What follows belongs to an exercise in optimizing a design on an open flow for small area, a short achievable clock period and few clock cycles; a production flow would make more cautious choices.
The RTL was checked by simulation tests, not by an equivalence proof against the original design.
No activity file was given, so power comes from the tool's default toggle rates.

Design CHIP, start of the top module:
module CHIP(
    clk,
    rst_n,
    mem_wen_D,
    mem_addr_D,
    mem_wdata_D,
    mem_rdata_D,
    mem_addr_I,
    mem_rdata_I);
Size in the first run: ~7000 cells after synthesis, ~1300 flip-flops, about 77000 um2 of cells after synthesis.
export LEC_CHECK = 0
export CAP_MARGIN = 30
export CORE_MARGIN = 2
export CORE_UTILIZATION = 40
export PLACE_DENSITY = 0.6
export SETUP_SLACK_MARGIN = 5
export SLEW_MARGIN = 30
create_clock -name core_clock -period 10.0 [get_ports {clk}]
standard.sh (not shown) runs the stock make flow with config.mk's settings and CLKGATE_MAP_FILE= SYNTH_SCRIPT=/design/flow/synth_recipe.tcl, a recipe that flattens the netlist after the stock synthesis.
==> flow/flow/run.sh <==
#!/bin/bash
# Standard layout (standard.sh), except that the port buffers are buf_4 cells
# instead of the delay cells that buffer_ports picks by default.
set -euo pipefail
bash standard.sh "BUFFER_PORTS_ARGS=-buffer_cell sky130_fd_sc_hd__buf_4" finish > standard.log 2>&1
Testbench counts at the start, summed over its fixed seeds: cycles 20,907.
Next try:
==> flow/run.sh (new file) <==
#!/bin/bash
# synth_recipe.tcl (not shown) runs the flow's synth.tcl, then flattens the netlist and writes it again
# the make line also repeats each setting of config.mk as NAME=value (left out here)
make -C /OpenROAD-flow-scripts/flow DESIGN_CONFIG=/design/flow/config.mk WORK_HOME=/design/flow/orfs CLKGATE_MAP_FILE= SYNTH_SCRIPT=/design/flow/synth_recipe.tcl finish
removed: flow/flow/run.sh
removed: flow/standard.sh
Worst hold slack hardly moves; fmax stays flat; first-iteration DRC count grows by 7.5%.

* * *

== v6 ==
Another version of the RTL of CHIP (not shown whole).
For scale: ~7100 cells after synthesis, roughly 1300 flip-flops, about 0.077 mm² of cells after synthesis.
clock: 10.0 ns
lec_check: 0
cap_margin: 30
core_margin: 2
core_utilization: 40
place_density: 0.6
setup_slack_margin: 5
slew_margin: 30
==> flow/flow/run.sh <==
#!/bin/bash
# Standard layout (standard.sh), except that the port buffers are buf_4 cells
# instead of the delay cells that buffer_ports picks by default.
set -euo pipefail
bash standard.sh "BUFFER_PORTS_ARGS=-buffer_cell sky130_fd_sc_hd__buf_4" finish > standard.log 2>&1
Testbench counts of v6, summed over its fixed seeds: cycles 20,907.
The following lists how v7 was set up differently from v6:
==> flow/run.sh (new file) <==
#!/bin/bash
# synth_recipe.tcl (not shown) runs the flow's synth.tcl, then flattens the netlist and writes it again
# the make line also repeats each setting of config.mk as NAME=value (left out here)
make -C /OpenROAD-flow-scripts/flow DESIGN_CONFIG=/design/flow/config.mk WORK_HOME=/design/flow/orfs CLKGATE_MAP_FILE= SYNTH_SCRIPT=/design/flow/synth_recipe.tcl finish
removed: flow/flow/run.sh
removed: flow/standard.sh
[summary]
v7 completed end to end with timing, DRC and antenna clean. v7 vs v6 — area growth from synthesis to final layout rose 2.1 points. In terms of part of the total power dissipated in combinational logic, v7 and v6 differ only marginally. Compared with v6, in v7 power per unit of standard cell area essentially unchanged, share of final-layout standard cells stronger than drive strength 1 essentially unchanged, last weighted congestion value of the routability-driven placer decreased about 4%. Diff v6 -> v7: wire length has increased, vias after detailed routing has decreased, power after layout has increased.

* * *

CHIP, a different RTL version from the one above (not shown whole).
Size: about 7200 cells after synthesis, ~160 I/O pins, ~0.078 sq mm of cells after synthesis.
## CHIP
module CHIP(
    clk,
    rst_n,
    mem_wen_D,
    mem_addr_D,
    mem_wdata_D,
    mem_rdata_D,
    mem_addr_I,
    mem_rdata_I);
make LEC_CHECK=0 CAP_MARGIN=30 CORE_MARGIN=2 CORE_UTILIZATION=50 PLACE_DENSITY=0.7 SETUP_SLACK_MARGIN=5 SLEW_MARGIN=30 finish   # period 10.0 ns
run.sh (not shown) runs the stock make flow with config.mk's settings and CLKGATE_MAP_FILE= SYNTH_SCRIPT=/design/flow/synth_recipe.tcl, a recipe that flattens the netlist after the stock synthesis.
Stock flow here: none of the scripts above is used.
The baseline finished clean.
Testbench counts at the start, summed over its fixed seeds: cycles 20,907.
==> next run, changes <==
Settings changed: CORE_UTILIZATION 50 to 40, PLACE_DENSITY 0.7 to 0.6.
Global-route usage shrinks by 11 points.
Total power grows by a few percent.
Wire length rises slightly.
Cell area barely changes.
Via count drops by a few percent.
Setup slack improves by 0.16 ns.
Synthesized cell count stays the same.

re-timing with driven ports:
Ports are ideal in the flow. The routed layouts listed here were re-timed in OpenROAD. Step 1: set_driving_cell puts a clkbuf_16 on clk and a buf_2 on each other input, an assumption about the parent block. Step 2, shift: input delay + t, output delay - t, t = (earliest + latest rising clock arrival at the registers) / 2. This alone moves slack from input paths to output paths. Slacks: ideal / step 1 / step 2; pairs: ideal / step 1.
run | shift t [ns] | setup WS [ns] | worst register clock-pin slew, ns | worst slew at a driven data input, ns
the first run of note 1 | 0.883 | 4.759 / 4.778 / 3.896 | 0.07 / 0.07 | 0.26
the second run of note 1 | 0.897 | 4.759 / 4.816 / 3.918 | 0.08 / 0.08 | 0.22
v6 | 0.911 | 4.697 / 4.723 / 3.823 | 0.07 / 0.07 | 0.09
v7 | 0.890 | 4.650 / 4.703 / 3.813 | 0.07 / 0.07 | 0.06
the first run of note 3 | 0.904 | 4.638 / 4.696 / 3.792 | 0.08 / 0.08 | 0.16
the second run of note 3 | 0.891 | 4.797 / 4.854 / 3.963 | 0.08 / 0.08 | 0.05
After both steps setup and hold are still met in every run listed. For v6, which loses most, drivers alone change the setup slack by +0.026 ns; drivers and shift together by -0.874 ns.
